Background: an optimization exercise with open tools, aiming at small area. Do not read the settings as production practice. RTL that was checked went through simulation tests only; none was proved equivalent to the original. Only the layout flow was run in run 7; the RTL was not checked for function there. Power is estimated from default activity; no workload was simulated.

==> design/flow/design.v <==
`timescale 1ns / 1ps
module filter (i_clk, i_rst_n, i_data, o_data);
	input i_clk, i_rst_n;
	input  signed [17:0] i_data;
	output reg signed [17:0] o_data;
	reg [3:0] cnt;           
	reg started;             
	reg [197:0] ring;        
	reg [9:0] lo;            
	reg [10:0] hi;            
	reg cy;                  
	reg z;                   
	wire ins = (cnt == 4'd15);
	wire keep = ~ins & started;
	wire [17:0] r10 = ring[197:180];
	wire [17:0] rd0 = ring[35:18];
	wire [17:0] rd1 = ring[107:90];
	wire [17:0] rd2 = ring[161:144];
	reg [2:0] sel_d;
	reg neg_d, sh_d;
	always @(*) begin
		sel_d = 3'd0; neg_d = 1'b0; sh_d = 1'b0;
		case (cnt + 4'd1)
			4'd15: begin sel_d[2] = 1'b1; end
			4'd0: begin sel_d[2] = 1'b1; end
			4'd1: begin sel_d[0] = 1'b1; neg_d = 1'b1; end
			4'd2: begin sel_d[2] = 1'b1; end
			4'd3: begin sel_d[0] = 1'b1; sh_d = 1'b1; end
			4'd4: begin sel_d[0] = 1'b1; end
			4'd5: begin sel_d[1] = 1'b1; neg_d = 1'b1; end
			4'd6: begin sel_d[0] = 1'b1; neg_d = 1'b1; sh_d = 1'b1; end
			4'd7: begin sel_d[2] = 1'b1; neg_d = 1'b1; sh_d = 1'b1; end
			4'd8: begin sel_d[1] = 1'b1; end
			4'd9: begin sel_d[2] = 1'b1; neg_d = 1'b1; end
			4'd10: begin sel_d[2] = 1'b1; end
			4'd11: begin sel_d[1] = 1'b1; neg_d = 1'b1; end
			4'd12: begin sel_d[2] = 1'b1; neg_d = 1'b1; end
			4'd13: begin sel_d[1] = 1'b1; sh_d = 1'b1; end
			default: ;
		endcase
	end
	reg [2:0] sel;
	reg neg, sh;
	always @(posedge i_clk) begin
		sel <= sel_d; neg <= neg_d; sh <= sh_d;
	end
	wire [17:0] word = ({18{sel[0]}} & rd0) | ({18{sel[1]}} & rd1) | ({18{sel[2]}} & rd2);
	wire [17:0] tw = word ^ {18{neg}};    
	wire ld = ins;
	wire hs = ~ins & sh;
	wire hp = ~ins & ~sh;
	wire [9:0] lo_b = ({10{hs}} & {hi[0] ^ cy, lo[9:1]}) | ({10{hp}} & lo) | {5'd0, ld, 4'd0};
	wire [10:0] hi_b = ({11{hs}} & {hi[10], hi[10:1]}) | ({11{hp}} & hi);
	wire hi_ci = (hs & hi[0] & cy) | (hp & cy);
	wire [9:0] lo_t = tw[9:0];
	wire [10:0] hi_t = {{3{tw[17]}}, tw[17:10]};
	wire [10:0] la_c;
	wire [9:0] la_s;
	assign la_c[0] = neg;
	genvar la_i;
	generate for (la_i = 0; la_i < 10; la_i = la_i + 1) begin : la_g
		assign la_s[la_i] = lo_b[la_i] ^ lo_t[la_i] ^ la_c[la_i];
		assign la_c[la_i + 1] = (lo_b[la_i] & lo_t[la_i]) | (la_c[la_i] & (lo_b[la_i] ^ lo_t[la_i]));
	end endgenerate
	wire [11:0] ha_c;
	wire [10:0] ha_s;
	assign ha_c[0] = hi_ci;
	genvar ha_i;
	generate for (ha_i = 0; ha_i < 11; ha_i = ha_i + 1) begin : ha_g
		assign ha_s[ha_i] = hi_b[ha_i] ^ hi_t[ha_i] ^ ha_c[ha_i];
		assign ha_c[ha_i + 1] = (hi_b[ha_i] & hi_t[ha_i]) | (ha_c[ha_i] & (hi_b[ha_i] ^ hi_t[ha_i]));
	end endgenerate
	wire [20:0] acc = {hi, lo};
	wire ovf = ~((acc[20] == acc[19]) && (acc[20] == acc[18]));
	wire tie = z & ~acc[0];
	wire en = ins & started;
	wire en_v = en & ~ovf;
	wire en_p = en & ovf & ~acc[20];    
	wire en_n = en & ovf & acc[20];     
	wire [17:0] val = {acc[18:2], acc[1] & ~tie};
	wire [17:0] o_nx = ({18{en_v}} & val) | {en_n, {17{en_p}}} | ({18{~en}} & o_data);
	always @(posedge i_clk, negedge i_rst_n)
		if (!i_rst_n) begin
			cnt <= 4'd0;
			started <= 1'b0;
			o_data <= 18'd0;
		end else begin
			cnt <= cnt + 4'd1;
			started <= started | ins;
			o_data <= o_nx;
		end
	always @(posedge i_clk) begin
		ring <= {ring[179:0], ({18{ins}} & i_data) | ({18{keep}} & r10)};
		lo <= la_s;
		cy <= la_c[10];
		hi <= ha_s;
		z <= ld | (z & ~(hs & lo[0]));
	end
endmodule
==> design/flow/flow/run.sh <==
#!/bin/bash
# Own layout flow: the standard flow (standard synthesis unchanged), with
#  - the smallest buffer (buf_1) on the ports instead of the default choice,
#  - clock tree of clkbuf_8 with sink clusters sized for this design, without dummy loads,
#  - power recovery (downsizing of cells off the critical paths) after global
#    routing.
# The make output goes to standard.log in this folder; ORFS's own per-step
# logs are under orfs/logs.
set -euo pipefail
bash standard.sh \
  "BUFFER_PORTS_ARGS=-buffer_cell sky130_fd_sc_hd__buf_1" \
  "CTS_ARGS=-sink_clustering_enable -repair_clock_nets -dont_use_dummy_load -buf_list sky130_fd_sc_hd__clkbuf_8 -sink_clustering_size 20 -sink_clustering_max_diameter 60" \
  "RECOVER_POWER=100" \
  finish > standard.log 2>&1
==> design/flow/standard.sh <==
#!/bin/bash
# synth_recipe.tcl (not shown) runs the flow's synth.tcl, then flattens the netlist and writes it again
# the make line also repeats each setting of config.mk as NAME=value (left out here)
make -C /OpenROAD-flow-scripts/flow DESIGN_CONFIG=/design/flow/config.mk WORK_HOME=/design/flow/orfs CLKGATE_MAP_FILE= SYNTH_SCRIPT=/design/flow/synth_recipe.tcl "${@:-finish}"
==> design/flow/config.mk <==
export PLATFORM = sky130hd
export DESIGN_NAME = filter
export DESIGN_NICKNAME = filter
export VERILOG_FILES = /design/flow/design.v
export SDC_FILE = /design/flow/constraint.sdc
export NUM_CORES = 4
export LEC_CHECK = 0
export CAP_MARGIN = 5
export CORE_MARGIN = 2
export CORE_UTILIZATION = 40
export CTS_CLUSTER_DIAMETER = 60
export CTS_CLUSTER_SIZE = 20
export SLEW_MARGIN = 5
==> design/flow/constraint.sdc <==
create_clock -name core_clock -period 6.0 [get_ports {i_clk}]
set_input_delay 1.2000 -clock core_clock [delete_from_list [all_inputs] [get_ports {i_clk}]]
set_output_delay 1.2000 -clock core_clock [all_outputs]
set_load 0.01 [all_outputs]
==> impl_results.md, run 1 <==
* Syn Inst Count at around 540
* Synth warn at 1
* GRT met2 Usage at 21.37%
* Final setup vio count at 0
* Max VDD drop at ~0.00013 V
* DP Wirelength at 8.044 mm
* EDFF count, synth at 0
* F_max at ~170 MHz
* Avg Cell Area, Syn at between 10 and 15 um2
* Post-synthesis compound-gate area fraction at 7.958%
* Slowest library cell on the worst path: fa_1
* Crit-path max cell delay at approximately 460 ps
* Synth top cells by count: 226 x dfxtp_1, 61 x nand2_1, 40 x o21ai_0, 23 x dfrtp_1, 22 x nor2_1
* Cell breakdown of the critical path: ha_1 -> and3_4 -> nor2_1 -> fa_1 -> fa_1 -> fa_1 -> fa_1 -> fa_2 -> fa_2 -> fa_2 -> fa_1 -> fa_1 -> fa_1 -> xor3_1
* Post-Syn Area at around 7100 um2
* Io pins at 38
* Layout cell share with drive strength beyond 1 at between 6 and 7%
* Post-synthesis adder-cell area fraction at between 5 and 6%
* Most common cell on crit path: fa_1
* Final Net Count at 626
* First-pass GRT wire length at slightly below 20 mm
* First-pass DRT Iterations at 5
* Final wirelength at 11.89 mm
* Ys async rst share at a little under a tenth
* Largest family of logic cells by synthesized area: compound AO/OA/AOI/OAI gates
* Main flop type after synthesis: dfxtp_1
* Met3 usage at between 2 and 2.5%
* Worst EP required at approximately 6400 ps
* Vias in the first global route at between 3000 and 4000
* Simple-Gate Fraction of Synth Area at ~5.5%
* Antenna Nets Post-Route at 0
* Synth Net Count at around 590
* Drt wl/cell at between 10 and 15 um
* Die height at about 140 um
* Placement Rows at 48
* RSZ-0062 raised after global routing: no
* CP endpoint kind: flip-flop
* Via count at between 3000 and 4000
* H-tree depth at 1
* Most common cell in the netlist: dfxtp_1
* Crit path DAT at just over 6000 ps
* Clock skew at 45.67 ps
* Minimum clock period at roughly 5700 ps
* Num Clock Sinks at 249
* Worst setup path category: reg -> reg
* Worst slew pin tran at between 1000 and 1500 ps
* Synth area leaders: dfxtp_1 64%, dfrtp_1 8.1%, fa_1 5.4%, nand2_1 3.2%, mux2i_1 2.8%
* Crit Path Max Fanout at 7
* Netlist cell types at 38
* Crit-path leading delay family: adder cells
* Die area at 18850 um2
* Mux cell area share after synthesis at roughly 3.3%
* Power per Cell Area at 340.9 nW/um2
* CTS clock-pin slew for the worst setup and hold paths at ~120 ps
* Final core area utilization at around 45%
* CP Launch Type: flip-flop
* CORE AREA at 17360 um2
* Crit share post-route at 95.76%
* Worst path bufs/invs at 0
* Input/output buffers at 37
* GRT Util Overall at about an eighth
* Initial Util at roughly 41%
* Yosys reg bits at around 250
* Largest net degree at the start of global routing at 36
* DRT iter0 DRCs at ~230
* Met1 usage at roughly 18%
* DRC at 0
* TNS Setup at 0 ps
* Remaining Overflow, GRT at 0
* Status: complete, no violations
* Final GP Congestion at between 0.8 and 0.9
* Synth Area in XOR/XNOR at under 10%
* Post-synthesis sequential area ratio at between 70% and 80%
* Clock Path Buffers at 3
* Ant diodes at 0
* Clock Latency Late Sink at 500 ps
* Leading area contributor after synthesis: dfxtp_1
* Vias per cell at ~4.6
* TritonCTS buffer count at 17
* TritonCTS clock tree: done
* Die width at about 140 um
* Tot Pwr at around 2.6 mW
* GR peak layer: met2
* Root Buffer: clkbuf_8
* Final Hold Vio Count at 0
* Initial antenna violation count at 0
* Synth-to-layout area growth at 8.856%
* Rel. slew slack at 14.79%
* Synth top area share at between 60% and 70%
* Max_cap viols at 0
* Hold WC Path Type: reg -> reg
* Slew Limit Fails at 0
* Static Leakage at between 3 and 4 nW
[state kept, by name (all words and copies together), names as in the netlist]
name	cells
cnt	4
o_data	18
lo	10
started	1
neg	1
ring	198
z	1
sh	1
sel	3
cy	1
hi	11
[layout by cell type (no fill, tap or decap), drive strengths merged, types with 2 or more instances in the layout]
master	netlist	final
a211oi	2	2
a21o	2	2
a21oi	18	18
a222oi	17	17
and3	2	2
buf	12	48
clkbuf	18	21
dfrtp	23	23
dfxtp	226	226
fa	19	19
ha	3	3
inv	13	13
mux2	3	3
mux2i	20	20
nand2	61	61
nand2b	4	4
nor2	22	22
o21ai	40	40
xnor2	17	17
xor2	5	5
[power breakdown]
part,internal (mW),switching [mW]
Sequential,1.74,0.0380
Combinational,0.0605,0.0948
Clock,0.257,0.452
[timing repair]
item                       4_1_cts  5_1_grt
gates resized for setup          0        1
buffers inserted                 0        0
setup endpoints to repair        0        1
hold buffers                     0        0
[per-layer routing]
metal,wire length (um),vias up
met2,5386,64
met3,510,16
met4,208,0
li1,-,1860
met1,5787,1758
met5,0,-
[metrics by stage]
| stage | hold WS [ps] | std cells | setup slack [ps] | instance area (um2) |
|---|---|---|---|---|
| after floorplan | 309.6 | 543 | 33.55 | 7137 |
| after global placement | 309.8 | 790 | 228.6 | 7518 |
| after detailed placement | 312.1 | 790 | 176.6 | 7518 |
| after CTS | 298.6 | 807 | 140.3 | 7752 |
| after global routing | 292.7 | 807 | 6.659 | 7736 |
| final | 299.0 | 807 | 254.4 | 7736 |
[cell families after synthesis]
| group | count (synthesis) |
|---|---|
| flops | 249 |
| xor+xnor | 23 |
| compound gates | 88 |
| simple gates | 95 |
| mux | 23 |
| fa+ha+maj | 22 |
| buf+inv | 43 |
[area by class of cell]
cell class,instances,area [um2]
Clock buffer,17,234.0
Fill cell,1541,9620
Inverter,13,48.80
Multi-Input combinational cell,251,1834
Sequential cell,249,5101
Tap cell,225,281.5
Timing Repair Buffer,52,236.5
[worst paths after layout]
path / from / to / slack (ps) / depth (start not counted)
max: cnt[1] / hi[10] / 250 / 14
min reg2reg: ring[54] / ring[72] / 300 / 0
min: ring[54] / ring[72] / 300 / 0
min in group asynchronous: i_rst_n / started / 1030 / 2
max reg2reg: cnt[1] / hi[10] / 250 / 14
max in group asynchronous: i_rst_n / cnt[1] / 4130 / 2
==> run 2: changes to the inputs <==
--- a/design/flow/design.v
+++ b/design/flow/design.v
@@ -22,3 +22,3 @@
 		sel_d = 3'd0; neg_d = 1'b0; sh_d = 1'b0;
-		case (cnt + 4'd1)
+		case (cnt)
 			4'd15: begin sel_d[2] = 1'b1; end
@@ -41,7 +41,5 @@
 	end
-	reg [2:0] sel;
-	reg neg, sh;
-	always @(posedge i_clk) begin
-		sel <= sel_d; neg <= neg_d; sh <= sh_d;
-	end
+	wire [2:0] sel = sel_d;
+	wire neg = neg_d;
+	wire sh = sh_d;
 	wire [17:0] word = ({18{sel[0]}} & rd0) | ({18{sel[1]}} & rd1) | ({18{sel[2]}} & rd2);
--- a/design/flow/config.mk
+++ b/design/flow/config.mk
@@ -7,3 +7,3 @@
 export LEC_CHECK = 0
-export CAP_MARGIN = 5
+export CAP_MARGIN = 20
 export CORE_MARGIN = 2
@@ -11,3 +11,3 @@
 export CTS_CLUSTER_DIAMETER = 60
-export CTS_CLUSTER_SIZE = 20
-export SLEW_MARGIN = 5
+export CTS_CLUSTER_SIZE = 30
+export SLEW_MARGIN = 20
==> run 2 against run 1 <==
Compared with the run above: largest power group unchanged; register-to-register slack worse by 60 ps; global-route usage barely moved; highest routed layer unchanged; setup slack lost 63 ps; sequential power barely moved; sequential share of layout area increased by 0.60 points; die area down 3.5%.
==> impl_results.md, run 2 <==
* Status: complete, no violations (unchanged)
* CTS clock-pin slew for the worst setup and hold paths at 120 ps (about the same)
* Final wirelength at 11.58 mm (was 11.89 mm)
* Rel. slew slack at 35.27% (was 14.79%)
* Post-Syn Area at 6852 um2 (was 7107 um2)
* Cell breakdown of the critical path: inv_4 -> ha_4 -> nor2b_4 -> mux2_4 -> a222oi_1 -> xnor2_1 -> fa_2 -> fa_2 -> fa_2 -> fa_2 -> fa_2 -> fa_2 -> fa_2 -> fa_2 -> fa_2 -> fa_2 -> xnor2_2 -> xnor2_1 -> xnor2_1 (was ha_1 -> and3_4 -> nor2_1 -> fa_1 -> fa_1 -> fa_1 -> fa_1 -> fa_2 -> fa_2 -> fa_2 -> fa_1 -> fa_1 -> fa_1 -> xor3_1)
* H-tree depth at 1 (unchanged)
* Die width at 134.9 um (was 137.3 um)
* Worst path bufs/invs at 1 (was 0)
* Final Net Count at 594 (was 626)
* Crit path DAT at 6190 ps (was 6120 ps)
* R2r startpoint: cnt[0] (was cnt[1])
* First-pass DRT Iterations at 6 (was 5)
* Die area at 18190 um2 (was 18850 um2)
* Largest regs: ring: 198 flops, o_data: 18 flops, hi: 11 flops (unchanged)
* Ant diodes at 0 (unchanged)
* Most common cell on crit path: fa_2 (was fa_1)
* Simple-Gate Fraction of Synth Area at 4.967% (was 5.458%)
* Final Non-Filler Cells at 770 (was 807)
* Synth top cells by count: 221 x dfxtp_1, 60 x nand2_1, 36 x o21ai_0, 23 x dfrtp_1, 22 x xnor2_1 (was 226 x dfxtp_1, 61 x nand2_1, 40 x o21ai_0, 23 x dfrtp_1, 22 x nor2_1)
* Sw power at 575.3 uW (was 584.5 uW)
* Worst setup path category: reg -> reg (unchanged)
* CORE AREA at 16640 um2 (was 17360 um2)
* Initial Util at 41.17% (was 40.95%)
* CP endpoint kind: flip-flop (unchanged)
* TritonCTS buffer count at 16 (was 17)
* Max_cap viols at 0 (unchanged)
* Avg Cell Area, Syn at 13.49 um2 (was 13.09 um2)
* F_max at 172.2 MHz (was 174.0 MHz)
* Power per Cell Area at 343.5 nW/um2 (was 340.9 nW/um2)
* WHS Path Cells at 0 (unchanged)
* Clock Latency Late Sink at 510 ps (was 500 ps)
* Top reg by flops: ring (unchanged)
* CP Launch Type: flip-flop (unchanged)
* Root Buffer: clkbuf_8 (unchanged)
* Placement Rows at 47 (was 48)
* Remaining Overflow, GRT at 0 (unchanged)
* Post-synthesis adder-cell area fraction at 6.099% (was 5.880%)
* Most common cell in the netlist: dfxtp_1 (unchanged)
* Syn Inst Count at 508 (was 543)
* EDFF count, synth at 0 (unchanged)
* DRC at 0 (unchanged)
* Internal at 2.006 mW (was 2.053 mW)
* Synth area leaders: dfxtp_1 65%, dfrtp_1 8.4%, fa_1 5.6%, nand2_1 3.3%, xnor2_1 2.8% (was dfxtp_1 64%, dfrtp_1 8.1%, fa_1 5.4%, nand2_1 3.2%, mux2i_1 2.8%)
* Vias in the first global route at 3673 (was 3801)
* Most common cell after layout, fill and taps aside: dfxtp_1 (unchanged)
* TNS Setup at 0 ps (unchanged)
* Drt wl/cell at 15.04 um (was 14.74 um)
* Final Hold Vio Count at 0 (unchanged)
* Switch share at 22.29% (was 22.16%)
* Worst reg2reg endpoint: hi[10] (unchanged)
* Cts hold-fix bufs at 0 (unchanged)
* Crit Path Max Fanout at 6 (was 7)
* Hold path start: ring[135] (was ring[54])
* Synth-to-layout area growth at 9.697% (was 8.856%)
* Post-synthesis compound-gate area fraction at 9.953% (was 7.958%)
* Ys async rst share at 9.426% (was 9.237%)
* R2R cell count at 19 (was 14)
* Leading area contributor after synthesis: dfxtp_1 (unchanged)
* Synth top area share at 64.57% (was 63.66%)
* Antenna Nets Post-Route at 0 (unchanged)
* Slew Limit Fails at 0 (unchanged)
* Final GP Congestion at 0.7712 (was 0.8639)
* Slowest library cell on the worst path: dfrtp_2 (was fa_1)
* Fill count at 1508 (was 1541)
* Setup slack, reg-to-reg at 190 ps (was 250 ps)
* Post-synthesis sequential area ratio at 72.97% (was 71.76%)
* Netlist cell types at 37 (was 38)
* First-pass GRT wire length at 19.05 mm (was 19.53 mm)
* DRT iter0 DRCs at 227 (was 231)
* Main flop type after synthesis: dfxtp_1 (unchanged)
* TritonCTS clock tree: done (unchanged)
* DP Wirelength at 7.694 mm (was 8.044 mm)
* Initial antenna violation count at 0 (unchanged)
* Flop pwr share at 67.4% (was 67.2%)
* Num Clock Sinks at 244 (was 249)
* Minimum clock period at 5809 ps (was 5746 ps)
* Final setup vio count at 0 (unchanged)
* Yosys reg bits at 244 (was 249)
* Crit share post-route at 96.81% (was 95.76%)
* Max VDD drop at 0.0001556 V (was 0.0001276 V)
* Mux cell area share after synthesis at 0.6939% (was 3.292%)
* Synth warn at 1 (unchanged)
* Largest family of logic cells by synthesized area: compound AO/OA/AOI/OAI gates (unchanged)
* Input/output buffers at 37 (unchanged)
* Layout cell share with drive strength beyond 1 at 9.273% (was 6.873%)
* Crit-path leading delay family: adder cells (unchanged)
* Io pins at 38 (unchanged)
* Max reg flops at 198 (unchanged)
* Crit-path max cell delay at 460 ps (about the same)
* Clock share of power at 26.6% (was 26.9%)
* Die height at 134.9 um (was 137.3 um)
* Largest net degree at the start of global routing at 42 (was 36)
* Setup Slack @ Placement at 42.09 ps (was 176.6 ps)
* GRT Util Overall at 13.33% (was 13.29%)
* Vias per cell at 4.623 (was 4.582)
* Clock skew at 60.85 ps (was 45.67 ps)
* CP Launch Point: cnt[0] (was cnt[1])
* Synth Area in XOR/XNOR at 3.196% (was 3.046%)
* Post-placement cell count at 753 (was 790)
* Final Worst Setup Slack at 191.4 ps (was 254.4 ps)
* Static Leakage at 2.979 nW (was 3.064 nW)
* Worst EP required at 6380 ps (was 6370 ps)
* RSZ-0062 raised after global routing: yes (was no)
* Clock Path Buffers at 3 (unchanged)
* Hold WC Path Type: reg -> reg (unchanged)
* Synth Net Count at 550 (was 585)
* Commonest cells after routing, fill and taps aside: 221 x dfxtp_1, 60 x nand2_1, 37 x buf_1 (was 226 x dfxtp_1, 61 x nand2_1, 40 x o21ai_0)
* Combinational Power Share at 6.0% (was 5.9%)
* Worst slew pin tran at 970.9 ps (was 1278 ps)
* Via count at 3560 (was 3698)
* Worst Hold Path EP: ring[153] (was ring[72])
## run 2: area by class of cell
cell class                      instances  area [um2]  area share [%]
Timing Repair Buffer                   47       214.0           2.847
Multi-Input combinational cell        230        1754           23.34
Clock buffer                           16       220.2           2.930
Sequential cell                       244        5001           66.54
Tap cell                              220       275.3           3.662
Inverter                               13       51.30          0.6825
## run 2: worst max path at each step
| stage | endpoint | slack [ps] | depth (start not counted) |
|---|---|---|---|
| floorplan | hi[10] | 30 | 20 |
| global placement | hi[10] | 130 | 19 |
| detailed placement | hi[10] | 40 | 19 |
| CTS | hi[10] | 30 | 19 |
| global route | hi[10] | -70 | 19 |
| finish | hi[10] | 190 | 19 |
## run 2: worst register-to-register path: stages (launching register included)
cell and delay [ps]:
dfrtp_2 460, inv_4 70, ha_4 280, nor2b_4 40, mux2_4 270, a222oi_1 320, xnor2_1 140, fa_2 360
fa_2 360, fa_2 390, fa_2 360, fa_2 390, fa_2 350, fa_2 400, fa_2 360, fa_2 370
fa_2 380, xnor2_2 150, xnor2_1 140, xnor2_1 130
## run 2: per-layer routing
layer / wire, um / global-route usage [%]
met5: 0 / 0
met2: 5195 / 21.40
met4: 283 / 4.620
met1: 5616 / 18.23
met3: 482 / 2.440
## run 2: power by group through the flow
stage	clock, mW	combinational [mW]	sequential [mW]
floorplan	0	0.0590	1.80
finish	0.687	0.154	1.74
global placement	0	0.154	1.77
CTS	0.713	0.158	1.74
global route	0.779	0.178	1.75
detailed placement	0	0.158	1.78
## run 2: timing repair
action | CTS | global route
buffers inserted | 0 | 1
endpoints found under the hold margin | 0 | 0
resized for setup | 0 | 5
setup endpoints to repair | 0 | 3
## run 2: cell families after synthesis
kind of cell	after synthesis
buf+inv	34
compound gates	99
xor+xnor	25
mux	4
simple gates	80
fa+ha+maj	22
flops	244
## run 2: per-stage QoR
stage / hold WS, ps / utilization [%] / area (um2) / power [mW]
floorplan: 309.6 / - / 6894 / 1.861
global placement: 309.8 / 43.73 / 7277 / 1.927
detailed placement: 312.1 / 43.73 / 7277 / 1.937
CTS: 317.2 / 45.05 / 7497 / 2.614
global route: 325.0 / 45.16 / 7516 / 2.710
finish: 321.4 / 45.16 / 7516 / 2.581
==> run 3: changes to the inputs <==
--- a/design/flow/flow/run.sh
+++ b/design/flow/flow/run.sh
@@ -4,4 +4,2 @@
 #  - clock tree of clkbuf_8 with sink clusters sized for this design, without dummy loads,
-#  - power recovery (downsizing of cells off the critical paths) after global
-#    routing.
 # The make output goes to standard.log in this folder; ORFS's own per-step
@@ -12,3 +10,2 @@
   "CTS_ARGS=-sink_clustering_enable -repair_clock_nets -dont_use_dummy_load -buf_list sky130_fd_sc_hd__clkbuf_8 -sink_clustering_size 20 -sink_clustering_max_diameter 60" \
-  "RECOVER_POWER=100" \
   finish > standard.log 2>&1
==> run 3 against run 2 <==
Compared with the run above: still clean on timing, DRC and antenna; die area did not move; global-route usage did not move; first-iteration DRC count did not move; sequential cell count did not move; synthesized cell count did not move; largest cell class unchanged; largest power group unchanged.
==> impl_results.md, run 3 <==
* Crit Path Max Fanout at 6 (unchanged)
* Synth top area share at 64.57% (unchanged)
* Worst slew pin tran at 971.0 ps (was 970.9 ps)
* Antenna Nets Post-Route at 0 (unchanged)
* Simple-Gate Fraction of Synth Area at 4.967% (unchanged)
* Mux cell area share after synthesis at 0.6939% (unchanged)
* Vias per cell at 4.622 (was 4.623)
* Synth-to-layout area growth at 9.697% (unchanged)
* Remaining Overflow, GRT at 0 (unchanged)
* Commonest cells after routing, fill and taps aside: 221 x dfxtp_1, 60 x nand2_1, 37 x buf_1 (unchanged)
* Rel. slew slack at 35.26% (was 35.27%)
* CP endpoint kind: flip-flop (unchanged)
* Final setup vio count at 0 (unchanged)
* Static Leakage at 2.979 nW (unchanged)
* Synth warn at 1 (unchanged)
* Post-Syn Area at 6852 um2 (unchanged)
* Io pins at 38 (unchanged)
* Critical Path Sink: hi[10] (unchanged)
* Initial Util at 41.17% (unchanged)
* Max VDD drop at 0.0001556 V (unchanged)
* DP Wirelength at 7.694 mm (unchanged)
* Vias in the first global route at 3673 (unchanged)
* Crit path DAT at 6190 ps (about the same)
* RSZ-0062 raised after global routing: yes (unchanged)
* Synth area leaders: dfxtp_1 65%, dfrtp_1 8.4%, fa_1 5.6%, nand2_1 3.3%, xnor2_1 2.8% (unchanged)
* TritonCTS clock tree: done (unchanged)
* R2r startpoint: cnt[0] (unchanged)
* Minimum clock period at 5809 ps (unchanged)
* Yosys reg bits at 244 (unchanged)
* TNS Setup at 0 ps (unchanged)
* Max reg flops at 198 (unchanged)
* Setup slack, reg-to-reg at 190 ps (about the same)
* Netlist cell types at 37 (unchanged)
* CP Launch Point: cnt[0] (unchanged)
* Most common cell in the netlist: dfxtp_1 (unchanged)
* Top reg by flops: ring (unchanged)
* Synth top cells by count: 221 x dfxtp_1, 60 x nand2_1, 36 x o21ai_0, 23 x dfrtp_1, 22 x xnor2_1 (unchanged)
* Post-synthesis sequential area ratio at 72.97% (unchanged)
* Input/output buffers at 37 (unchanged)
* Final Hold Vio Count at 0 (unchanged)
* Worst reg2reg endpoint: hi[10] (unchanged)
* Max_cap viols at 0 (unchanged)
* Hold path start: ring[135] (unchanged)
* Syn Inst Count at 508 (unchanged)
* Post-synthesis adder-cell area fraction at 6.099% (unchanged)
* EDFF count, synth at 0 (unchanged)
* Met3 routed wirelength at 482 um (unchanged)
* Initial antenna violation count at 0 (unchanged)
* Layout cell share with drive strength beyond 1 at 9.273% (unchanged)
* F_max at 172.2 MHz (unchanged)
* Clock skew at 60.85 ps (unchanged)
* Power per Cell Area at 343.5 nW/um2 (about the same)
* Avg Cell Area, Syn at 13.49 um2 (unchanged)
* Hold WC Path Type: reg -> reg (unchanged)
* DRC at 0 (unchanged)
* CORE AREA at 16640 um2 (unchanged)
* Worst setup path category: reg -> reg (unchanged)
* Status: complete, no violations (unchanged)
* Met2 Routed Length at 5.193 mm (was 5.195 mm)
* CP Launch Type: flip-flop (unchanged)
* Cts hold-fix bufs at 0 (unchanged)
* Die height at 134.9 um (unchanged)
* Max Used Layer: met4 (unchanged)
* Synth Net Count at 550 (unchanged)
* Most common cell after layout, fill and taps aside: dfxtp_1 (unchanged)
* Ys async rst share at 9.426% (unchanged)
* Final Net Count at 594 (unchanged)
* Synth Area in XOR/XNOR at 3.196% (unchanged)
* Via count at 3559 (was 3560)
* Post-placement cell count at 753 (unchanged)
* First-pass DRT Iterations at 6 (unchanged)
* First-pass GRT wire length at 19.05 mm (unchanged)
* TritonCTS buffer count at 16 (unchanged)
* Largest family of logic cells by synthesized area: compound AO/OA/AOI/OAI gates (unchanged)
* Drt wl/cell at 15.03 um (was 15.04 um)
* Final Non-Filler Cells at 770 (unchanged)
* Ant diodes at 0 (unchanged)
* Root Buffer: clkbuf_8 (unchanged)
* Largest regs: ring: 198 flops, o_data: 18 flops, hi: 11 flops (unchanged)
* Clock Latency Late Sink at 510 ps (about the same)
* DRT iter0 DRCs at 227 (unchanged)
* DRT met1 WL at 5.616 mm (unchanged)
* Main flop type after synthesis: dfxtp_1 (unchanged)
* Crit share post-route at 96.81% (unchanged)
* Largest net degree at the start of global routing at 42 (unchanged)
* CTS clock-pin slew for the worst setup and hold paths at 120 ps (about the same)
* Post-synthesis compound-gate area fraction at 9.953% (unchanged)
* H-tree depth at 1 (unchanged)
* R2R cell count at 19 (unchanged)
* Leading area contributor after synthesis: dfxtp_1 (unchanged)
* Die width at 134.9 um (unchanged)
* Final GP Congestion at 0.7712 (unchanged)
* Final wirelength at 11.58 mm (about the same)
* Die area at 18190 um2 (unchanged)
* Slew Limit Fails at 0 (unchanged)
* Num Clock Sinks at 244 (unchanged)
* GRT Util Overall at 13.33% (unchanged)
* Placement Rows at 47 (unchanged)
* Worst EP required at 6380 ps (about the same)
* Clock Path Buffers at 3 (unchanged)
[run 3: timing repair]
item / CTS / global route
setup buffers: 0 / 1
setup endpoints to repair: 0 / 3
resized for setup: 0 / 5
[run 3: cell families (layout without fill, tap and decap cells)]
kind of cell,count (synthesis),count (layout)
XOR/XNOR,25,25
flip-flops,244,244
AND/OR/NAND/NOR,80,80
adder cells (fa/ha/maj),22,22
multiplexers,4,4
AO/OA/AOI/OAI,99,99
buffers and inverters,34,76
[run 3: worst min path at each step]
| stage | end | slack [ps] | cells after the start |
|---|---|---|---|
| 6_report | ring[153] | 320 | 0 |
| 2_1_floorplan | ring[100] | 310 | 0 |
| 4_1_cts | ring[95] | 320 | 0 |
| 3_5_place_dp | ring[27] | 310 | 0 |
| 5_1_grt | ring[95] | 320 | 0 |
| 3_3_place_gp | ring[19] | 310 | 0 |
[run 3: critical path, stage by stage, from the launching register on]
cell and delay, ps:
dfrtp_2 460, inv_4 70, ha_4 280, nor2b_4 40
mux2_4 270, a222oi_1 320, xnor2_1 130, fa_2 360
fa_2 360, fa_2 390, fa_2 360, fa_2 390
fa_2 350, fa_2 400, fa_2 350, fa_2 370
fa_2 380, xnor2_2 150, xnor2_1 140, xnor2_1 130
[run 3: routing by layer]
metal | track usage [%] | vias up
li1 | - | 1771
met1 | 18.23 | 1699
met2 | 21.40 | 69
met3 | 2.440 | 20
met4 | 4.620 | 0
met5 | 0 | -
[run 3: final cells by class]
| class | instances | area (um2) |
|---|---|---|
| Inverter | 13 | 51.30 |
| Fill cell | 1508 | 9126 |
| Timing Repair Buffer | 47 | 214.0 |
| Sequential cell | 244 | 5001 |
| Clock buffer | 16 | 220.2 |
| Multi-Input combinational cell | 230 | 1754 |
| Tap cell | 220 | 275.3 |
[run 3: power breakdown]
part | switching [mW] | internal, mW | leakage, nW
combinational | 0.0932 | 0.0611 | 0.775
clock | 0.444 | 0.243 | 0.115
sequential | 0.0380 | 1.70 | 2.09
total | 0.575 | 2.01 | 2.98
[run 3: metrics by stage]
step / hold slack, ps / setup slack, ps / utilization, % / total power, mW / area, um2
2_1_floorplan: 309.6 / 27.80 / - / 1.861 / 6894
3_3_place_gp: 309.8 / 126.1 / 43.73 / 1.927 / 7277
3_5_place_dp: 312.1 / 42.09 / 43.73 / 1.937 / 7277
4_1_cts: 317.2 / 28.75 / 45.05 / 2.614 / 7497
5_1_grt: 325.0 / -71.99 / 45.16 / 2.710 / 7516
6_report: 321.4 / 191.4 / 45.16 / 2.581 / 7516
==> run 4: changes to the inputs <==
--- a/design/flow/config.mk
+++ b/design/flow/config.mk
@@ -9,5 +9,7 @@
 export CORE_MARGIN = 2
-export CORE_UTILIZATION = 40
+export CORE_UTILIZATION = 60
 export CTS_CLUSTER_DIAMETER = 60
-export CTS_CLUSTER_SIZE = 30
+export CTS_CLUSTER_SIZE = 20
+export GPL_TIMING_DRIVEN = 0
+export PLACE_DENSITY = 0.7
 export SLEW_MARGIN = 20
==> run 4 against run 3 <==
Compared with the run above: non-clock buffer count grew 24; clock power shrank 0.6%; still clean; largest cell class unchanged; core utilization grew 22 points; critical endpoint unchanged; count of clock-buffer cells in the layout is the same; die area shrank 32%; sequential share of layout area shrank 0.80 points; worst hold slack lost 6.8 ps; global-route usage grew 6.4 points; setup slack lost 130 ps; first-iteration DRC count grew 40%; largest power group unchanged.
==> impl_results.md, run 4 <==
* Worst EP required at 6370 ps (was 6380 ps)
* Placement Rows at 39 (was 47)
* R2R cell count at 21 (was 19)
* Root Buffer: clkbuf_8 (unchanged)
* Synth-to-layout area growth at 11.07% (was 9.697%)
* CTS clock-pin slew for the worst setup and hold paths at 110 ps (was 120 ps)
* First-pass DRT Iterations at 6 (unchanged)
* Final core area utilization at 67.51% (was 45.16%)
* RSZ-0062 raised after global routing: yes (unchanged)
* Clock Latency Late Sink at 490 ps (was 510 ps)
* Internal at 2.007 mW (was 2.006 mW)
* Flop pwr share at 67.3% (was 67.4%)
* Final Hold Vio Count at 0 (unchanged)
* EDFF count, synth at 0 (unchanged)
* Ys async rst share at 9.426% (unchanged)
* CP Launch Point: cnt[0] (unchanged)
* Max_cap viols at 0 (unchanged)
* Slew Limit Fails at 0 (unchanged)
* Crit path DAT at 6310 ps (was 6190 ps)
* DP Wirelength at 7.907 mm (was 7.694 mm)
* Die height at 110.9 um (was 134.9 um)
* Post-Syn Area at 6852 um2 (unchanged)
* Switch share at 22.30% (was 22.29%)
* Top reg by flops: ring (unchanged)
* Io pins at 38 (unchanged)
* Clock skew at 52.88 ps (was 60.85 ps)
* Avg Cell Area, Syn at 13.49 um2 (unchanged)
* Minimum clock period at 5942 ps (was 5809 ps)
* Combinational Power Share at 6.2% (was 6.0%)
* Hold path start: ring[83] (was ring[135])
* CORE AREA at 11270 um2 (was 16640 um2)
* Num Clock Sinks at 244 (unchanged)
* Synth area leaders: dfxtp_1 65%, dfrtp_1 8.4%, fa_1 5.6%, nand2_1 3.3%, xnor2_1 2.8% (unchanged)
* Synth top area share at 64.57% (unchanged)
* Leading area contributor after synthesis: dfxtp_1 (unchanged)
* Most common cell in the netlist: dfxtp_1 (unchanged)
* Vias per cell at 5.216 (was 4.622)
* Commonest cells after routing, fill and taps aside: 221 x dfxtp_1, 60 x nand2_1, 37 x buf_1 (unchanged)
* Tot Pwr at 2.582 mW (was 2.581 mW)
* Design area at 7610 um2 (was 7516 um2)
* Final setup vio count at 0 (unchanged)
* Max VDD drop at 0.0002627 V (was 0.0001556 V)
* Vias in the first global route at 3767 (was 3673)
* Cell Area, Placed at 7213 um2 (was 7277 um2)
* Worst reg2reg endpoint: hi[10] (unchanged)
* Status: complete, no violations (unchanged)
* Final wirelength at 11.87 mm (was 11.58 mm)
* GRT Util Overall at 19.78% (was 13.33%)
* Synth Net Count at 550 (unchanged)
* Clock share of power at 26.5% (was 26.6%)
* Main flop type after synthesis: dfxtp_1 (unchanged)
* Yosys reg bits at 244 (unchanged)
* R2r startpoint: cnt[0] (unchanged)
* Initial Util at 60.78% (was 41.17%)
* DRT iter0 DRCs at 318 (was 227)
* Hold WC Path Type: reg -> reg (unchanged)
* Die width at 110.9 um (was 134.9 um)
* WHS Path Cells at 0 (unchanged)
* Remaining Overflow, GRT at 0 (unchanged)
* Synth top cells by count: 221 x dfxtp_1, 60 x nand2_1, 36 x o21ai_0, 23 x dfrtp_1, 22 x xnor2_1 (unchanged)
* Layout cell share with drive strength beyond 1 at 12.54% (was 9.273%)
* CP Launch Type: flip-flop (unchanged)
* Synth warn at 1 (unchanged)
* Clock Path Buffers at 3 (unchanged)
* Setup slack, reg-to-reg at 60 ps (was 190 ps)
* Post-placement cell count at 688 (was 753)
* Final GP Congestion at 0.8643 (was 0.7712)
* Largest regs: ring: 198 flops, o_data: 18 flops, hi: 11 flops (unchanged)
* TritonCTS buffer count at 16 (unchanged)
* Worst setup path category: reg -> reg (unchanged)
* Power per Cell Area at 339.3 nW/um2 (was 343.5 nW/um2)
* Final Non-Filler Cells at 717 (was 770)
* Crit share post-route at 99.03% (was 96.81%)
* Input/output buffers at 37 (unchanged)
* Crit Path Max Fanout at 4 (was 6)
* Static Leakage at 3.065 nW (was 2.979 nW)
* Largest net degree at the start of global routing at 24 (was 42)
* Worst slew pin tran at 692.0 ps (was 971.0 ps)
* Syn Inst Count at 508 (unchanged)
* Sw power at 575.9 uW (was 575.3 uW)
* CP endpoint kind: flip-flop (unchanged)
* First-pass GRT wire length at 19.32 mm (was 19.05 mm)
* Die area at 12290 um2 (was 18190 um2)
* Final Net Count at 618 (was 594)
* DRC at 0 (unchanged)
* TritonCTS clock tree: done (unchanged)
* Rel. slew slack at 53.87% (was 35.26%)
* Most common cell after layout, fill and taps aside: dfxtp_1 (unchanged)
* H-tree depth at 1 (unchanged)
* Drt wl/cell at 16.55 um (was 15.03 um)
* Antenna Nets Post-Route at 0 (unchanged)
* Via count at 3740 (was 3559)
* Initial antenna violation count at 0 (unchanged)
* Ant diodes at 0 (unchanged)
* F_max at 168.3 MHz (was 172.2 MHz)
* Max reg flops at 198 (unchanged)
* Netlist cell types at 37 (unchanged)
* Post-synthesis sequential area ratio at 72.97% (unchanged)
* Worst Hold Path EP: ring[101] (was ring[153])
[run 4: cell counts after synthesis]
No cell type changed its count.
[run 4: kinds of logic after synthesis]
| family | share of synthesized area (%) |
|---|---|
| DFF | 72.97 |
| and+or+nand+nor | 4.967 |
| xor gates and xnor gates | 3.196 |
| muxes | 0.6939 |
| adders and majority gates | 6.099 |
| AOI/OAI and AO/OA | 9.953 |
| buffers and inverters | 2.118 |
[run 4: layout make-up]
cell class                      count  area [um2]
Sequential cell                   244        5002
Fill cell                         815        3662
Multi-Input combinational cell    230        1807
Timing Repair Buffer               51       249.0
Clock buffer                       16       220.2
Tap cell                          143       178.9
Buffer                             20       101.3
Inverter                           13       51.30
[run 4: worst max path at each step]
stage | cells past startpoint | slack [ps] | end
2_1_floorplan | 20 | 30 | hi[10]
3_3_place_gp | 21 | -440 | hi[10]
3_5_place_dp | 21 | -460 | hi[10]
4_1_cts | 21 | -50 | hi[10]
5_1_grt | 21 | -210 | hi[10]
6_report | 21 | 60 | hi[10]
[run 4: critical path, stage by stage, from the launching register on]
cell and delay, ps:
dfrtp_2 480, inv_4 90, ha_4 210, nor2b_4 140, o21bai_4 140, o21ai_4 100, buf_6 120, a222oi_1 340
xnor2_1 180, fa_2 360, fa_2 340, fa_2 350, fa_2 360, fa_2 350, fa_2 350, fa_2 400
fa_2 350, fa_2 370, fa_2 390, xnor2_1 140, xnor2_1 200, xnor2_1 90
[run 4: power by group through the flow]
stage | clock, mW | sequential (mW) | combinational [mW]
final | 0.683 | 1.74 | 0.161
after global routing | 0.760 | 1.75 | 0.182
after CTS | 0.705 | 1.74 | 0.161
after detailed placement | 0 | 1.78 | 0.161
after global placement | 0 | 1.77 | 0.153
after floorplan | 0 | 1.80 | 0.0590
[run 4: metrics by stage]
step                setup TNS [ps]  hold WS (ps)  setup WS [ps]
finish                           0         314.6          58.44
global route                -212.0         318.6         -212.0
CTS                         -53.83         314.1         -53.83
detailed placement          -591.0         312.1         -458.5
global placement            -552.7         309.6         -443.3
floorplan                        0         309.6          27.80
[run 4: timing repair]
action                     4_1_cts  5_1_grt
gates resized for setup         18        5
setup endpoints to repair        3        3
hold buffers                     0        0
pin swaps                       12       12
cloned                           0        0
buffers inserted                11        3
[run 4: layer usage]
metal | up-vias | part of all wire [%] | track usage [%]
met5 | - | 0 | 0
met2 | 107 | 44 | 30.02
met3 | 22 | 5.6 | 2.898
met1 | 1790 | 48 | 29.65
li1 | 1821 | - | -
met4 | 0 | 2.3 | 6.333
==> run 5: changes to the inputs <==
--- a/design/flow/config.mk
+++ b/design/flow/config.mk
@@ -12,3 +12,2 @@
 export CTS_CLUSTER_SIZE = 20
-export GPL_TIMING_DRIVEN = 0
 export PLACE_DENSITY = 0.7
==> run 5 against run 4 <==
Compared with the run above: critical path type unchanged; sequential cell count unchanged; critical path depth decreased by 2; synthesized area unchanged; still clean on timing, DRC and antenna; register-to-register slack improved by 170 ps; sequential power about the same.
==> impl_results.md, run 5 <==
* Status: complete, no violations (unchanged)
* Antenna Nets Post-Route at 0 (unchanged)
* CP endpoint kind: flip-flop (unchanged)
* Tot Pwr at 2.569 mW (was 2.582 mW)
* Worst slew pin tran at 989.7 ps (was 692.0 ps)
* CTS clock-pin slew for the worst setup and hold paths at 120 ps (was 110 ps)
* Crit Path Max Fanout at 6 (was 4)
* Power per Cell Area at 346.0 nW/um2 (was 339.3 nW/um2)
* Synth Net Count at 550 (unchanged)
* Minimum clock period at 5776 ps (was 5942 ps)
* Ant diodes at 0 (unchanged)
* Via count at 3525 (was 3740)
* Input/output buffers at 37 (unchanged)
* Slew Limit Fails at 0 (unchanged)
* DRT met1 WL at 5.455 mm (was 5.650 mm)
* Top reg by flops: ring (unchanged)
* Remaining Overflow, GRT at 0 (unchanged)
* Syn Inst Count at 508 (unchanged)
* Synth top cells by count: 221 x dfxtp_1, 60 x nand2_1, 36 x o21ai_0, 23 x dfrtp_1, 22 x xnor2_1 (unchanged)
* Max VDD drop at 0.0002913 V (was 0.0002627 V)
* Most common cell after layout, fill and taps aside: dfxtp_1 (unchanged)
* Synth top area share at 64.57% (unchanged)
* TritonCTS clock tree: done (unchanged)
* Die height at 110.9 um (unchanged)
* H-tree depth at 1 (unchanged)
* Vias in the first global route at 3515 (was 3767)
* Max Used Layer: met4 (unchanged)
* Die area at 12290 um2 (unchanged)
* F_max at 173.1 MHz (was 168.3 MHz)
* Rel. slew slack at 33.77% (was 53.87%)
* Vias per cell at 5.079 (was 5.216)
* CORE AREA at 11270 um2 (unchanged)
* Most common cell in the netlist: dfxtp_1 (unchanged)
* First-pass DRT Iterations at 8 (was 6)
* Drt wl/cell at 15.47 um (was 16.55 um)
* Hold WC Path Type: reg -> reg (unchanged)
* Worst setup path category: reg -> reg (unchanged)
* TritonCTS buffer count at 16 (unchanged)
* Num Clock Sinks at 244 (unchanged)
* Root Buffer: clkbuf_8 (unchanged)
* Initial Util at 60.78% (unchanged)
* Commonest cells after routing, fill and taps aside: 221 x dfxtp_1, 60 x nand2_1, 36 x buf_1 (was 221 x dfxtp_1, 60 x nand2_1, 37 x buf_1)
* Final setup vio count at 0 (unchanged)
* Clock Path Buffers at 3 (unchanged)
* Clock Latency Late Sink at 510 ps (was 490 ps)
* Fill count at 821 (was 815)
* Most common cell on crit path: fa_2 (unchanged)
* Max_cap viols at 0 (unchanged)
* GRT Util Overall at 18.18% (was 19.78%)
* Final Hold Vio Count at 0 (unchanged)
* DRT iter0 DRCs at 231 (was 318)
* Largest net degree at the start of global routing at 42 (was 24)
* Post-Syn Area at 6852 um2 (unchanged)
* Largest regs: ring: 198 flops, o_data: 18 flops, hi: 11 flops (unchanged)
* Cell breakdown of the critical path: inv_4 -> ha_4 -> nor2b_4 -> mux2_4 -> a222oi_1 -> xnor2_1 -> fa_2 -> fa_2 -> fa_2 -> fa_2 -> fa_2 -> fa_2 -> fa_2 -> fa_2 -> fa_2 -> fa_2 -> xnor2_1 -> xnor2_1 -> xnor2_1 (was inv_4 -> ha_4 -> nor2b_4 -> o21bai_4 -> o21ai_4 -> buf_6 -> a222oi_1 -> xnor2_1 -> fa_2 -> fa_2 -> fa_2 -> fa_2 -> fa_2 -> fa_2 -> fa_2 -> fa_2 -> fa_2 -> fa_2 -> xnor2_1 -> xnor2_1 -> xnor2_1)
* DP Wirelength at 7.086 mm (was 7.907 mm)
* Final wirelength at 10.74 mm (was 11.87 mm)
* Leading area contributor after synthesis: dfxtp_1 (unchanged)
* Io pins at 38 (unchanged)
* Die width at 110.9 um (unchanged)
* Crit path DAT at 6170 ps (was 6310 ps)
* Crit-path max cell delay at 450 ps (was 480 ps)
* Max reg flops at 198 (unchanged)
* Worst EP required at 6390 ps (was 6370 ps)
* Netlist cell types at 37 (unchanged)
* Placement Rows at 39 (unchanged)
* RSZ-0062 raised after global routing: yes (unchanged)
* Final Net Count at 595 (was 618)
* Avg Cell Area, Syn at 13.49 um2 (unchanged)
* Main flop type after synthesis: dfxtp_1 (unchanged)
* Synth-to-layout area growth at 8.382% (was 11.07%)
* EDFF count, synth at 0 (unchanged)
* Synth warn at 1 (unchanged)
* Slowest library cell on the worst path: dfrtp_2 (unchanged)
* Post-synthesis sequential area ratio at 72.97% (unchanged)
* DRC at 0 (unchanged)
* Crit share post-route at 96.27% (was 99.03%)
* Initial antenna violation count at 0 (unchanged)
* Final core area utilization at 65.88% (was 67.51%)
* Final GP Congestion at 0.8399 (was 0.8643)
* Static Leakage at 2.985 nW (was 3.065 nW)
* Met3 routed wirelength at 399 um (was 667 um)
* Synth area leaders: dfxtp_1 65%, dfrtp_1 8.4%, fa_1 5.6%, nand2_1 3.3%, xnor2_1 2.8% (unchanged)
* Clock skew at 53.28 ps (was 52.88 ps)
* Yosys reg bits at 244 (unchanged)
* First-pass GRT wire length at 17.90 mm (was 19.32 mm)
* Ys async rst share at 9.426% (unchanged)
* CP Launch Type: flip-flop (unchanged)
* Layout cell share with drive strength beyond 1 at 9.619% (was 12.54%)
* Met2 Routed Length at 4.628 mm (was 5.275 mm)
## run 5: repair_timing
item	CTS	global route
resized for setup	0	6
endpoints found under the hold margin	0	0
setup buffers	0	1
endpoints found under the setup margin	0	3
hold buffers	0	0
## run 5: report_power, final
group / switching [mW] / total, mW / leakage, nW / internal (mW)
registers: 0.0373 / 1.74 / 2.09 / 1.70
logic: 0.0931 / 0.154 / 0.784 / 0.0613
clock network: 0.433 / 0.675 / 0.115 / 0.242
## run 5: logic make-up after synthesis
logic type      count (synthesis)  synth area share (%)
flops                         244                 72.97
compound gates                 99                 9.953
fa+ha+maj                      22                 6.099
simple gates                   80                 4.967
mux                             4                0.6939
xor+xnor                       25                 3.196
buf+inv                        34                 2.118
## run 5: final cells by class
type	count	area [um2]	share of cell area [%]
inverters	13	51.30	0.6908
clock buffers	16	220.2	2.965
flip-flops and latches	244	5002	67.36
multi-input cells	230	1747	23.52
repair buffers	48	226.5	3.050
well taps	143	178.9	2.409
## run 5: path summary, 6_finish.rpt
| check | depth (start not counted) | from | slack (ps) | endpoint |
|---|---|---|---|---|
| max in group asynchronous | 1 | i_rst_n | 4960 | cnt[0] |
| max | 19 | cnt[0] | 220 | hi[10] |
| min | 0 | ring[66] | 280 | ring[84] |
| min reg2reg | 0 | ring[66] | 280 | ring[84] |
| min in group asynchronous | 1 | i_rst_n | 680 | o_data[17] |
| max reg2reg | 19 | cnt[0] | 220 | hi[10] |
## run 5: routing by layer
layer / vias to the layer above / track usage, %
met5: - / 0
met3: 18 / 2.788
met2: 64 / 27.03
met4: 0 / 6.000
li1: 1772 / -
met1: 1671 / 27.63
## run 5: stage by stage
stage               setup slack (ps)  std cells  hold WS (ps)  instance area [um2]  setup TNS, ps
global route                  -57.88        694         290.5                 7426         -70.74
detailed placement             51.69        677         312.1                 7189              0
CTS                            70.83        693         283.4                 7410              0
finish                         223.6        694         280.2                 7426              0
global placement               125.0        677         309.7                 7188              0
floorplan                      27.80        508         309.6                 6894              0
## run 5: worst max-delay path, delay by kind of cell, from the launching register on
family / cells / cell delay (ps)
adders and majority gates: 11 / 3990
DFF: 1 / 450
buffers and inverters: 1 / 70
and+or+nand+nor: 1 / 40
muxes: 1 / 280
xor gates and xnor gates: 4 / 540
AOI/OAI and AO/OA: 1 / 320
==> run 6: changes to the inputs <==
--- a/design/flow/config.mk
+++ b/design/flow/config.mk
@@ -9,6 +9,6 @@
 export CORE_MARGIN = 2
-export CORE_UTILIZATION = 60
+export CORE_UTILIZATION = 70
 export CTS_CLUSTER_DIAMETER = 60
 export CTS_CLUSTER_SIZE = 20
-export PLACE_DENSITY = 0.7
+export PLACE_DENSITY = 0.8
 export SLEW_MARGIN = 20
==> run 6 against run 5 <==
Compared with the run above: still clean on timing, DRC and antenna; routed wire length is 2.5% higher; critical path depth did not move; fmax down 2.1%; die area decreased by 14%; total power grew 0.10%; register-to-register slack worse by 120 ps; largest cell class unchanged.
==> impl_results.md, run 6 <==
* Status: complete, no violations (unchanged)
* R2R cell count at 19 (unchanged)
* Final Hold Vio Count at 0 (unchanged)
* Initial Util at 71.08% (was 60.78%)
* Cell breakdown of the critical path: inv_2 -> ha_4 -> nor2b_4 -> mux2_4 -> a222oi_1 -> xnor2_1 -> fa_2 -> fa_2 -> fa_2 -> fa_2 -> fa_2 -> fa_2 -> fa_2 -> fa_2 -> fa_2 -> fa_2 -> xnor2_2 -> xnor2_2 -> xnor2_1 (was inv_4 -> ha_4 -> nor2b_4 -> mux2_4 -> a222oi_1 -> xnor2_1 -> fa_2 -> fa_2 -> fa_2 -> fa_2 -> fa_2 -> fa_2 -> fa_2 -> fa_2 -> fa_2 -> fa_2 -> xnor2_1 -> xnor2_1 -> xnor2_1)
* Vias per cell at 5.335 (was 5.079)
* Die width at 102.9 um (was 110.9 um)
* Largest regs: ring: 198 flops, o_data: 18 flops, hi: 11 flops (unchanged)
* Slowest library cell on the worst path: dfrtp_1 (was dfrtp_2)
* Synth-to-layout area growth at 8.236% (was 8.382%)
* Via count at 3644 (was 3525)
* First-pass DRT Iterations at 5 (was 8)
* Placement Rows at 36 (was 39)
* Worst reg2reg endpoint: hi[10] (unchanged)
* Most common cell in the netlist: dfxtp_1 (unchanged)
* Max_cap viols at 0 (unchanged)
* Synth top cells by count: 221 x dfxtp_1, 60 x nand2_1, 36 x o21ai_0, 23 x dfrtp_1, 22 x xnor2_1 (unchanged)
* Synth warn at 1 (unchanged)
* CP endpoint kind: flip-flop (unchanged)
* Drt wl/cell at 16.12 um (was 15.47 um)
* Syn Inst Count at 508 (unchanged)
* Max VDD drop at 0.0002404 V (was 0.0002913 V)
* Input/output buffers at 37 (unchanged)
* Vias in the first global route at 3547 (was 3515)
* Worst EP required at 6390 ps (about the same)
* Remaining Overflow, GRT at 0 (unchanged)
* Synth Net Count at 550 (unchanged)
* Die area at 10600 um2 (was 12290 um2)
* Final wirelength at 11.01 mm (was 10.74 mm)
* Crit Path Max Fanout at 5 (was 6)
* Post-placement cell count at 666 (was 677)
* Antenna Nets Post-Route at 0 (unchanged)
* Fill count at 626 (was 821)
* EDFF count, synth at 0 (unchanged)
* CP Launch Type: flip-flop (unchanged)
* Most common cell after layout, fill and taps aside: dfxtp_1 (unchanged)
* DRC at 0 (unchanged)
* Io pins at 38 (unchanged)
* Slew Limit Fails at 0 (unchanged)
* Commonest cells after routing, fill and taps aside: 221 x dfxtp_1, 60 x nand2_1, 36 x buf_1 (unchanged)
* Rel. slew slack at 34.83% (was 33.77%)
* Die height at 102.9 um (was 110.9 um)
* Largest net degree at the start of global routing at 42 (unchanged)
* Worst slew pin tran at 974.0 ps (was 989.7 ps)
* Most common cell on crit path: fa_2 (unchanged)
* Top reg by flops: ring (unchanged)
* First-pass GRT wire length at 17.74 mm (was 17.90 mm)
* Num Clock Sinks at 244 (unchanged)
* Final Worst Setup Slack at 99.55 ps (was 223.6 ps)
* Setup Slack @ Placement at -54.44 ps (was 51.69 ps)
* TritonCTS buffer count at 16 (unchanged)
* Layout cell share with drive strength beyond 1 at 9.636% (was 9.619%)
* Crit path DAT at 6290 ps (was 6170 ps)
* Critical Path Sink: hi[10] (unchanged)
* Worst setup path category: reg -> reg (unchanged)
* Ys async rst share at 9.426% (unchanged)
* F_max at 169.5 MHz (was 173.1 MHz)
* Post-Syn Area at 6852 um2 (unchanged)
* Hold WC Path Type: reg -> reg (unchanged)
* Setup slack, reg-to-reg at 100 ps (was 220 ps)
* Reg area at 5001 um2 (was 5002 um2)
* Crit-path max cell delay at 450 ps (about the same)
* Avg Cell Area, Syn at 13.49 um2 (unchanged)
* Final core area utilization at 76.93% (was 65.88%)
* Final Net Count at 594 (was 595)
* Sw power at 566.3 uW (was 563.4 uW)
* Synth area leaders: dfxtp_1 65%, dfrtp_1 8.4%, fa_1 5.6%, nand2_1 3.3%, xnor2_1 2.8% (unchanged)
* DP Wirelength at 7.328 mm (was 7.086 mm)
* CP Launch Point: cnt[1] (was cnt[0])
* Crit share post-route at 98.34% (was 96.27%)
* CTS clock-pin slew for the worst setup and hold paths at 120 ps (about the same)
* Leading area contributor after synthesis: dfxtp_1 (unchanged)
* Power per Cell Area at 346.8 nW/um2 (was 346.0 nW/um2)
* Switch share at 22.02% (was 21.93%)
* Final Non-Filler Cells at 683 (was 694)
* Synth top area share at 64.57% (unchanged)
* Root Buffer: clkbuf_8 (unchanged)
* Static Leakage at 2.987 nW (was 2.985 nW)
* H-tree depth at 1 (unchanged)
* Ant diodes at 0 (unchanged)
* Clock Path Buffers at 3 (unchanged)
* Final setup vio count at 0 (unchanged)
* Yosys reg bits at 244 (unchanged)
* DRT iter0 DRCs at 201 (was 231)
* Post-synthesis sequential area ratio at 72.97% (unchanged)
* R2r startpoint: cnt[1] (was cnt[0])
* Flop pwr share at 67.6% (was 67.7%)
* Minimum clock period at 5900 ps (was 5776 ps)
* Max reg flops at 198 (unchanged)
* GRT Util Overall at 21.78% (was 18.18%)
* Clock share of power at 26.4% (was 26.3%)
* Clock Latency Late Sink at 510 ps (about the same)
* Tot Pwr at 2.572 mW (was 2.569 mW)
* Final GP Congestion at 0.8265 (was 0.8399)
* Multi-input gate area at 1762 um2 (was 1747 um2)
* Clock skew at 76.61 ps (was 53.28 ps)
* Internal at 2.005 mW (was 2.006 mW)
* Main flop type after synthesis: dfxtp_1 (unchanged)
* Netlist cell types at 37 (unchanged)
* Combinational Power Share at 6.0% (about the same)
* Initial antenna violation count at 0 (unchanged)
* RSZ-0062 raised after global routing: yes (unchanged)
* CORE AREA at 9639 um2 (was 11270 um2)
* TritonCTS clock tree: done (unchanged)
==> run 6: cell counts after synthesis <==
No cell type changed its count.
==> run 6: kinds of logic after synthesis <==
logic type      after synthesis  share of synthesized area [%]
mux                           4                         0.6939
fa+ha+maj                    22                          6.099
flops                       244                          72.97
buf+inv                      34                          2.118
compound gates               99                          9.953
xor+xnor                     25                          3.196
simple gates                 80                          4.967
==> run 6: cell type report <==
| class | instances | area share [%] |
|---|---|---|
| Sequential cell | 244 | 67.44 |
| Multi-Input combinational cell | 230 | 23.76 |
| Clock buffer | 16 | 2.969 |
| Timing Repair Buffer | 47 | 2.902 |
| Tap cell | 133 | 2.244 |
| Inverter | 13 | 0.6917 |
==> run 6: power groups by stage <==
stage	combinational [mW]	sequential (mW)	clock (mW)
after floorplan	0.0590	1.80	0
after global placement	0.151	1.77	0
after detailed placement	0.157	1.78	0
after CTS	0.157	1.74	0.698
after global routing	0.182	1.75	0.758
final	0.154	1.74	0.679
==> run 6: what timing repair did <==
action / CTS / global route
setup endpoints to repair: 1 / 1
pin swaps: 0 / 6
buffers inserted: 0 / 1
hold buffers: 0 / 0
gates cloned: 0 / 0
resized for setup: 1 / 5
==> run 6: through the flow <==
stage / hold WS, ps / TNS (ps) / instance area (um2)
2_1_floorplan: 309.6 / 0 / 6894
3_3_place_gp: 309.9 / 0 / 7168
3_5_place_dp: 312.1 / -54.44 / 7169
4_1_cts: 302.5 / 0 / 7391
5_1_grt: 313.1 / -132.0 / 7416
6_report: 306.8 / 0 / 7416
==> run 6: metal layers <==
metal	GRT usage (%)	share of wire [%]	vias up
met5	0	0	-
li1	-	-	1764
met1	32.39	48	1767
met3	3.593	4.6	18
met2	34.02	46	95
met4	5.162	2.0	0
==> run 6: how the worst min path moves through the flow <==
stage / start / slack [ps] / cells past startpoint / end
CTS: ring[164] / 300 / 0 / ring[182]
global route: ring[9] / 310 / 0 / ring[27]
finish: ring[60] / 310 / 0 / ring[78]
global placement: ring[14] / 310 / 0 / ring[32]
detailed placement: ring[82] / 310 / 0 / ring[100]
floorplan: ring[82] / 310 / 0 / ring[100]
==> run 6: critical path, delay by kind of cell (launching register included) <==
family          cells  cell delay [ps]
compound gates      1              360
xor+xnor            4              590
fa+ha+maj          11             4020
buf+inv             1               80
flops               1              450
mux                 1              270
simple gates        1               40
==> run 7: changes to the inputs <==
--- a/design/flow/design.v
+++ b/design/flow/design.v
@@ -78,3 +78,3 @@
 	wire [17:0] val = {acc[18:2], acc[1] & ~tie};
-	wire [17:0] o_nx = ({18{en_v}} & val) | {en_n, {17{en_p}}} | ({18{~en}} & o_data);
+	wire [17:0] o_nx = en ? (ovf ? {acc[20], {17{~acc[20]}}} : val) : o_data;
 	always @(posedge i_clk, negedge i_rst_n)
--- a/design/flow/config.mk
+++ b/design/flow/config.mk
@@ -9,6 +9,6 @@
 export CORE_MARGIN = 2
-export CORE_UTILIZATION = 70
+export CORE_UTILIZATION = 60
 export CTS_CLUSTER_DIAMETER = 60
 export CTS_CLUSTER_SIZE = 20
-export PLACE_DENSITY = 0.8
+export PLACE_DENSITY = 0.7
 export SLEW_MARGIN = 20
==> run 7 against run 6 <==
Compared with the run above: sequential share of layout area down 0.22 points; clock power about the same; count of clock-buffer cells in the layout unchanged; sequential power barely moved; non-clock buffer count is 5 higher; final area is 0.32% higher; core utilization fell by 9.2 points; synthesized area fell by 0.20%; critical endpoint is now lo[9]; largest cell class unchanged.
==> impl_results.md, run 7 <==
* Status: complete, no violations (unchanged)
* Initial antenna violation count at 0 (unchanged)
* Rel. slew slack at 42.77% (was 34.83%)
* Crit share post-route at 95.65% (was 98.34%)
* Root Buffer: clkbuf_8 (unchanged)
* Via count at 3605 (was 3644)
* Num Clock Sinks at 244 (unchanged)
* Hold path start: ring[36] (was ring[60])
* Synth area leaders: dfxtp_1 65%, dfrtp_1 8.4%, fa_1 5.6%, nand2_1 3.2%, xnor2_1 2.8% (was dfxtp_1 65%, dfrtp_1 8.4%, fa_1 5.6%, nand2_1 3.3%, xnor2_1 2.8%)
* Slew Limit Fails at 0 (unchanged)
* Post-placement cell count at 677 (was 666)
* Cts hold-fix bufs at 0 (unchanged)
* Top reg by flops: ring (unchanged)
* Avg Cell Area, Syn at 13.49 um2 (about the same)
* Multi-input gate area at 1739 um2 (was 1762 um2)
* Hold WC Path Type: reg -> reg (unchanged)
* Max reg flops at 198 (unchanged)
* Crit Path Max Fanout at 17 (was 5)
* TritonCTS clock tree: done (unchanged)
* GRT met2 Usage at 26.09% (was 34.02%)
* RSZ-0062 raised after global routing: no (was yes)
* Final Non-Filler Cells at 694 (was 683)
* H-tree depth at 1 (unchanged)
* Post-Syn Area at 6838 um2 (was 6852 um2)
* Worst EP required at 6460 ps (was 6390 ps)
* Yosys reg bits at 244 (unchanged)
* Synth-to-layout area growth at 8.802% (was 8.236%)
* Largest net degree at the start of global routing at 42 (unchanged)
* Hold WS at 309.1 ps (was 306.8 ps)
* Initial Util at 62.26% (was 71.08%)
* Drt wl/cell at 15.43 um (was 16.12 um)
* DP Wirelength at 7.021 mm (was 7.328 mm)
* CORE AREA at 10980 um2 (was 9639 um2)
* GRT Util Overall at 17.87% (was 21.78%)
* Ys async rst share at 9.426% (unchanged)
* Most common cell after layout, fill and taps aside: dfxtp_1 (unchanged)
* F_max at 174.2 MHz (was 169.5 MHz)
* CTS clock-pin slew for the worst setup and hold paths at 110 ps (was 120 ps)
* EDFF count, synth at 0 (unchanged)
* Io pins at 38 (unchanged)
* Minimum clock period at 5739 ps (was 5900 ps)
* Die height at 110.8 um (was 102.9 um)
* Layout cell share with drive strength beyond 1 at 9.928% (was 9.636%)
* Met1 usage at 27.67% (was 32.39%)
* Synth top cells by count: 221 x dfxtp_1, 59 x nand2_1, 36 x o21ai_0, 23 x dfrtp_1, 22 x xnor2_1 (was 221 x dfxtp_1, 60 x nand2_1, 36 x o21ai_0, 23 x dfrtp_1, 22 x xnor2_1)
* Vias per cell at 5.195 (was 5.335)
* Commonest cells after routing, fill and taps aside: 221 x dfxtp_1, 59 x nand2_1, 37 x buf_1 (was 221 x dfxtp_1, 60 x nand2_1, 36 x buf_1)
* Met3 usage at 3.007% (was 3.593%)
* Die area at 12270 um2 (was 10600 um2)
* Final setup vio count at 0 (unchanged)
* Clock Latency Late Sink at 500 ps (was 510 ps)
* Most common cell in the netlist: dfxtp_1 (unchanged)
* First-pass GRT wire length at 17.88 mm (was 17.74 mm)
* Final wirelength at 10.71 mm (was 11.01 mm)
* CP endpoint kind: flip-flop (unchanged)
* Final GP Congestion at 0.7848 (was 0.8265)
* Max VDD drop at 0.0002279 V (was 0.0002404 V)
* Worst slew pin tran at 856.4 ps (was 974.0 ps)
* R2r startpoint: cnt[1] (unchanged)
* Reg area at 5001 um2 (unchanged)
* Max_cap viols at 0 (unchanged)
* Ant diodes at 0 (unchanged)
* Final Hold Vio Count at 0 (unchanged)
* TNS Setup at 0 ps (unchanged)
* Input/output buffers at 37 (unchanged)
* Largest regs: ring: 198 flops, o_data: 18 flops, hi: 11 flops (unchanged)
* Clock skew at 33.47 ps (was 76.61 ps)
* Syn Inst Count at 507 (was 508)
* GR peak layer: met1 (was met2)
* Synth Net Count at 549 (was 550)
* CP Launch Type: flip-flop (unchanged)
* Static Leakage at 3.004 nW (was 2.987 nW)
* Power per Cell Area at 345.8 nW/um2 (was 346.8 nW/um2)
* Final Net Count at 598 (was 594)
* DRC at 0 (unchanged)
* Placement Rows at 38 (was 36)
* DRT iter0 DRCs at 274 (was 201)
* Vias in the first global route at 3513 (was 3547)
* Die width at 110.8 um (was 102.9 um)
* First-pass DRT Iterations at 5 (unchanged)
* Antenna Nets Post-Route at 0 (unchanged)
* Synth top area share at 64.70% (was 64.57%)
* Design area at 7440 um2 (was 7416 um2)
* Leading area contributor after synthesis: dfxtp_1 (unchanged)
* CP Launch Point: cnt[1] (unchanged)
* Fill count at 792 (was 626)
* Cell Area, Placed at 7192 um2 (was 7169 um2)
* TritonCTS buffer count at 16 (unchanged)
* Clock Path Buffers at 3 (unchanged)
* Synth warn at 1 (unchanged)
* Post-synthesis sequential area ratio at 73.12% (was 72.97%)
* Worst setup path category: reg -> reg (unchanged)
* Remaining Overflow, GRT at 0 (unchanged)
* Main flop type after synthesis: dfxtp_1 (unchanged)
* Crit path DAT at 6190 ps (was 6290 ps)
* Netlist cell types at 39 (was 37)
## run 7: changes by cell type after synthesis, sizes merged
| cell | previous run | this run |
|---|---|---|
| nor2 | 9 | 7 |
| a211oi | 1 | 0 |
| a22oi | 4 | 3 |
| inv | 13 | 14 |
| nand2 | 60 | 59 |
| nand2b | 2 | 3 |
| nand3b | 1 | 0 |
| o21a | 0 | 1 |
| o22ai | 1 | 2 |
| o32ai | 0 | 1 |
## run 7: repair_timing
| action | in CTS | in global routing |
|---|---|---|
| gates cloned | 0 | 0 |
| buffers inserted | 1 | 0 |
| setup endpoints to repair | 1 | 1 |
| resized for setup | 3 | 2 |
| pin swaps | 2 | 14 |
## run 7: critical path, cell delays in order, from the launching register on
cell and delay, ps:
dfrtp_1 410, inv_2 70, ha_4 280, nor2b_4 40
mux2_4 270, buf_4 210, a222oi_1 510, mux2_2 280
fa_1 180, inv_1 60, fa_1 450, fa_1 420
inv_1 80, fa_1 170, inv_1 50, fa_1 450
fa_1 470, fa_1 420, inv_1 80, fa_1 190
inv_1 60, fa_1 520
## run 7: cell families (layout without fill, tap and decap cells)
family | after synthesis | count (layout) | share of synthesized area [%]
AOI/OAI and AO/OA | 100 | 100 | 9.936
xor gates and xnor gates | 25 | 25 | 3.202
adders and majority gates | 22 | 22 | 6.112
buffers and inverters | 35 | 82 | 2.141
DFF | 244 | 244 | 73.12
muxes | 4 | 4 | 0.6953
and+or+nand+nor | 77 | 77 | 4.794
## run 7: layout make-up
cell class / instances / area share [%]
Sequential cell: 244 / 67.22
Multi-Input combinational cell: 228 / 23.38
Timing Repair Buffer: 52 / 3.380
Clock buffer: 16 / 2.960
Tap cell: 140 / 2.355
Inverter: 14 / 0.7064
## run 7: path summary, 6_finish.rpt
| path | endpoint | slack [ps] | cells past startpoint |
|---|---|---|---|
| setup / recovery | lo[9] | 260 | 21 |
| hold / removal | ring[54] | 310 | 0 |
| setup reg to reg | lo[9] | 260 | 21 |
| hold reg to reg | ring[54] | 310 | 0 |
| max in group asynchronous | cnt[0] | 5080 | 2 |
| min in group asynchronous | cnt[1] | 650 | 2 |
## run 7: power by group
group	switching [mW]	internal (mW)	leakage (nW)
Clock	0.438	0.242	0.115
Sequential	0.0372	1.70	2.09
Combinational	0.0926	0.0606	0.801
Total	0.568	2.00	3.00
## run 7: metal layers
metal	wire length, um	up-vias
met5	0	-
met4	192	0
met3	448	18
met2	4563	81
met1	5502	1723
li1	-	1783
## run 7: per-stage QoR
stage / setup slack (ps) / total power, mW / util, %
after global routing: 6.283 / 2.690 / 67.74
after CTS: 26.08 / 2.598 / 67.67
after global placement: 22.36 / 1.926 / 65.48
after floorplan: 19.78 / 1.861 / -
after detailed placement: -85.23 / 1.934 / 65.48
final: 261.1 / 2.573 / 67.74
